What follows belongs to an exercise in optimizing a design on an open flow for small area, a short achievable clock period and few clock cycles per item; a production flow would make more cautious choices.
RTL that was checked went through simulation tests only; none was proved equivalent to the original.

==> flow/design.v <==
module multiplier_iterative(
    input clk,
    input logic valid_in,
    input logic[31:0] a,
    input logic[31:0] b,
    output logic valid_out,
    output logic[63:0] r
);
    logic [31:0] mc;                    
    logic [2:0] n;                      
    wire [3:0] ga = {|a[31:25], |a[31:17], |a[31:9], |a[31:1]};
    wire [3:0] gb = {|b[31:25], |b[31:17], |b[31:9], |b[31:1]};
    wire [3:0] ha = {|a[31:24], |a[31:16], |a[31:8], |a[31:0]};
    wire [3:0] hb = {|b[31:24], |b[31:16], |b[31:8], |b[31:0]};
    wire la = |(ha & ~ga);              
    wire lb = |(hb & ~gb);
    wire swap = |(ga & ~gb);            
    wire [3:0] gm = ga & gb;
    wire [31:0] mp = swap ? b : a;
    wire [31:0] mcs = swap ? a : b;
    wire lm = swap ? lb : la;
    logic [63:0] start;
    always @(*) begin
        if (gm[3])      start = {mp, 32'd0};
        else if (gm[2]) start = {mp[23:0], 40'd0};
        else if (gm[1]) start = {mp[15:0], 48'd0};
        else if (gm[0]) start = {mp[7:0], 56'd0};
        else            start = 64'd0;
        if (lm) start[31:0] = mcs;
    end
    wire [2:0] nm = {1'b0, gm[0]} + {1'b0, gm[1]} + {1'b0, gm[2]} + {1'b0, gm[3]};
    always_ff @(posedge clk) begin
        if (valid_in) begin
            mc <= mcs;
            r <= start;
            n <= nm;
            valid_out <= !gm[0];
        end else if (!valid_out) begin
            r <= (r << 8) + mc * r[63:56];
            n <= n - 1'b1;
            if (n == 3'd1) valid_out <= 1'b1;
        end
    end
endmodule
Settings: LEC_CHECK=0, CAP_MARGIN=20, CORE_MARGIN=2, CORE_UTILIZATION=40, SLEW_MARGIN=20; clock period 6.0 ns.
run.sh (not shown) runs the stock make flow with config.mk's settings and CLKGATE_MAP_FILE= SYNTH_SCRIPT=/design/flow/synth_recipe.tcl, a recipe that flattens the netlist after the stock synthesis.
Edit:
==> flow/design.v (replaced) <==
module multiplier_iterative(
    input clk,
    input logic valid_in,
    input logic[31:0] a,
    input logic[31:0] b,
    output logic valid_out,
    output logic[63:0] r
);
    logic [31:0] mc;                    
    logic [2:0] n;                      
    function automatic [2:0] ndig(input [31:0] x);
        ndig = (x[31:24] != 0) ? 3'd4 : (x[23:16] != 0) ? 3'd3 :
               (x[15:8] != 0) ? 3'd2 : (x[7:0] != 0) ? 3'd1 : 3'd0;
    endfunction
    function automatic lead1(input [31:0] x);
        lead1 = (x[31:24] != 0) ? (x[31:24] == 1) : (x[23:16] != 0) ? (x[23:16] == 1) :
                (x[15:8] != 0) ? (x[15:8] == 1) : (x[7:0] == 1);
    endfunction
    wire la = lead1(a);
    wire lb = lead1(b);
    wire [2:0] na = ndig(a) - la;       
    wire [2:0] nb = ndig(b) - lb;
    wire swap = nb < na;                
    wire [2:0] nm = swap ? nb : na;
    wire [31:0] mp = swap ? b : a;
    wire [31:0] mcs = swap ? a : b;
    wire lm = swap ? lb : la;
    logic [63:0] start;
    always @(*) begin
        case (nm)
            3'd4: start = {mp, 32'd0};
            3'd3: start = {mp[23:0], 40'd0};
            3'd2: start = {mp[15:0], 48'd0};
            3'd1: start = {mp[7:0], 56'd0};
            default: start = 64'd0;
        endcase
        if (lm) start[31:0] = mcs;
    end
    always_ff @(posedge clk) begin
        if (valid_in) begin
            mc <= mcs;
            r <= start;
            n <= nm;
            valid_out <= (nm == 0);
        end else if (!valid_out) begin
            r <= (r << 8) + mc * r[63:56];
            n <= n - 1'b1;
            if (n == 3'd1) valid_out <= 1'b1;
        end
    end
endmodule
Effect: The new run finished with timing, DRC and antenna clean. Final area rose by 2.9%. Via count is higher by 3.6%. Sequential cell count stays the same. Synthesized area goes up by 2.2%.
No functional check of the RTL was part of any run of this note.


## juniper
multiplier_iterative, a different RTL version from the one above (not shown whole).
For scale: about 120 flip-flops, about 130 I/O pins, roughly 16000 um^2 of cells after synthesis.
export LEC_CHECK = 0
export CAP_MARGIN = 20
export CORE_MARGIN = 2
export CORE_UTILIZATION = 60
export SLEW_MARGIN = 20
create_clock -name core_clock -period 6.0 [get_ports {clk}]
juniper finished every stage and its layout cleared the timing, DRC and antenna checks.
diff inputs: juniper => violet
--- a/flow/design.v
+++ b/flow/design.v
@@ -3,19 +3,19 @@
     input logic valid_in,
     input logic[31:0] a,
     input logic[31:0] b,
     output logic valid_out,
     output logic[63:0] r
 );
     logic [31:0] mc;                    
     logic [2:0] n;                      
     logic [63:0] x;                     
-    logic [14:0] p;                     
+    logic [6:0] p;                      
     wire [3:0] ga = {|a[31:25], |a[31:17], |a[31:9], |a[31:1]};
     wire [3:0] gb = {|b[31:25], |b[31:17], |b[31:9], |b[31:1]};
     wire [3:0] ha = {|a[31:24], |a[31:16], |a[31:8], |a[31:0]};
     wire [3:0] hb = {|b[31:24], |b[31:16], |b[31:8], |b[31:0]};
     wire la = |(ha & ~ga);              
     wire lb = |(hb & ~gb);
     wire swap = |(ga & ~gb);            
     wire [3:0] gm = ga & gb;
     wire [31:0] mp = swap ? b : a;
@@ -469,46 +469,48 @@
     wire fc205 = (fs170 & fc135) | (fs170 & fc169) | (fc135 & fc169);
     wire fs206 = fs171 ^ fc137 ^ fc170;
     wire fc206 = (fs171 & fc137) | (fs171 & fc170) | (fc137 & fc170);
     wire fs207 = fs172 ^ fc138 ^ fc171;
     wire fc207 = (fs172 & fc138) | (fs172 & fc171) | (fc138 & fc171);
     wire fs208 = x[30] ^ pp7[31] ^ fc172;
     wire fc208 = (x[30] & pp7[31]) | (x[30] & fc172) | (pp7[31] & fc172);
     wire [40:0] s = {1'b0, x[31], fs208, fs207, fs206, fs205, fs204, fs203, fs202, fs201, fs200, fs199, fs198, fs197, fs196, fs195, fs194, fs193, fs192, fs191, fs190, fs189, fs188, fs187, fs186, fs185, fs184, fs183, fs182, fs181, fs180, fs179, fs178, fs177, fs176, fs175, fs174, fs173, hs7, pp0[1], pp0[0]};
     wire [40:0] c = {1'b0, fc208, fc207, fc206, fc205, fc204, fc203, fc202, fc201, fc200, fc199, fc198, fc197, fc196, fc195, fc194, fc193, fc192, fc191, fc190, fc189, fc188, fc187, fc186, fc185, fc184, fc183, fc182, fc181, fc180, fc179, fc178, fc177, fc176, fc175, fc174, fc173, hc7, pp2[0], pp1[0], 1'b0};
-    function automatic [4:0] add4(input [3:0] u, input [3:0] v, input ci);
-        add4 = {1'b0, u} + {1'b0, v} + {4'd0, ci};
+    function automatic [8:0] add8(input [7:0] u, input [7:0] v, input ci);
+        logic [7:0] g, t, gg, tt;
+        integer k, m;
+        g = u & v;
+        t = u ^ v;
+        g[0] = g[0] | (t[0] & ci);
+        gg = g;
+        tt = t;
+        for (m = 1; m < 8; m = m * 2)
+            for (k = 7; k >= m; k = k - 1) begin
+                gg[k] = gg[k] | (tt[k] & gg[k-m]);
+                tt[k] = tt[k] & tt[k-m];
+            end
+        add8 = {gg[7], t ^ {gg[6:0], ci}};
     endfunction
-    logic [4:0] sg [0:15];
-    integer j;
-    always @(*) begin
-        for (j = 0; j < 10; j = j + 1)
-            sg[j] = add4(s[4*j +: 4], c[4*j +: 4], (j >= 3) ? p[j-3] : 1'b0);
-        sg[10] = add4(x[35:32], {3'd0, s[40] | c[40]}, p[7]);    
-        for (j = 11; j < 16; j = j + 1)
-            sg[j] = add4(x[4*j-8 +: 4], 4'd0, p[j-3]);
-    end
-    logic [63:0] xs;
-    logic [14:0] ps;
-    logic [63:0] pw;
-    always @(*) begin
-        for (j = 0; j < 16; j = j + 1) xs[4*j +: 4] = sg[j][3:0];
-        for (j = 0; j < 15; j = j + 1) ps[j] = sg[j][4];
-        pw = 64'd0;
-        for (j = 0; j < 15; j = j + 1) pw[4*j+4] = p[j];
-    end
-    assign r = x + pw;
+    wire [8:0] s0 = add8(s[7:0], c[7:0], 1'b0);
+    wire [8:0] s1 = add8(s[15:8], c[15:8], 1'b0);
+    wire [8:0] s2 = add8(s[23:16], c[23:16], p[0]);
+    wire [8:0] s3 = add8(s[31:24], c[31:24], p[1]);
+    wire [8:0] s4 = add8(s[39:32], c[39:32], p[2]);
+    wire [8:0] s5 = add8(x[39:32], {7'd0, s[40] | c[40]}, p[3]);    
+    wire [8:0] s6 = add8(x[47:40], 8'd0, p[4]);
+    wire [8:0] s7 = add8(x[55:48], 8'd0, p[5]);
+    assign r = x + {p[6], 7'd0, p[5], 7'd0, p[4], 7'd0, p[3], 7'd0, p[2], 7'd0, p[1], 7'd0, p[0], 8'd0};
     always_ff @(posedge clk) begin
         if (valid_in) begin
             mc <= mcs;
             x <= start;
-            p <= 15'd0;
+            p <= 7'd0;
             n <= nm;
             valid_out <= !gm[0];
         end else if (!valid_out) begin
-            x <= xs;
-            p <= ps;
+            x <= {s7[7:0], s6[7:0], s5[7:0], s4[7:0], s3[7:0], s2[7:0], s1[7:0], s0[7:0]};
+            p <= {s6[8], s5[8], s4[8], s3[8], s2[8], s1[8], s0[8]};
             n <= n - 1'b1;
             if (n == 3'd1) valid_out <= 1'b1;
         end
     end
 endmodule
Between juniper and violet, complex-gate fraction of the synthesized area decreased. The lower number of CTS-inserted buffers came out of violet. Per the comparison of violet with juniper, count of buffers not belonging to the clock network in the layout has increased, via count fell by 973, worst-case setup slack after placement fell by 440 ps.
Testbench counts of violet, summed over its fixed seeds: cycles 61,899, items 24,000.
Function not checked in juniper: the RTL went through the layout flow alone.

[what the ideal ports hide]
No port has a modelled driver above. Below, the same layouts with a new extraction and two added sets of constraints.
Step 1 assumes that a clkbuf_16 drives the clock port and a buf_2 every other input.
Step 2 adds t to the input delays and takes it off the output delays; t is the mean of the earliest and latest rising clock arrival at the registers after step 1. Input paths then give back, and output paths get back, about the clock's delay inside the block.
Slacks: no drivers / after step 1 / after step 2; pairs: no drivers / after step 1.
run | t (ns) | setup slack, ns | hold slack, ns | worst setup path at the end
the first run of note 1 | 0.417 | 0.179 / 0.179 / 0.179 | 0.587 / 0.587 / 0.587 | register to register
the second run of note 1 | 0.418 | 0.385 / 0.385 / 0.026 | 0.645 / 0.645 / 0.645 | input to register
juniper | 0.468 | 0.469 / 0.421 / 0.889 | 0.500 / 0.500 / 0.500 | register to output
violet | 0.410 | 0.540 / 0.540 / 0.540 | 0.490 / 0.490 / 0.490 | register to register
After both steps setup and hold are still met in every run listed. For the second run of note 1, which loses most, drivers alone change the setup slack by 0.000 ns; drivers and shift together by -0.359 ns.
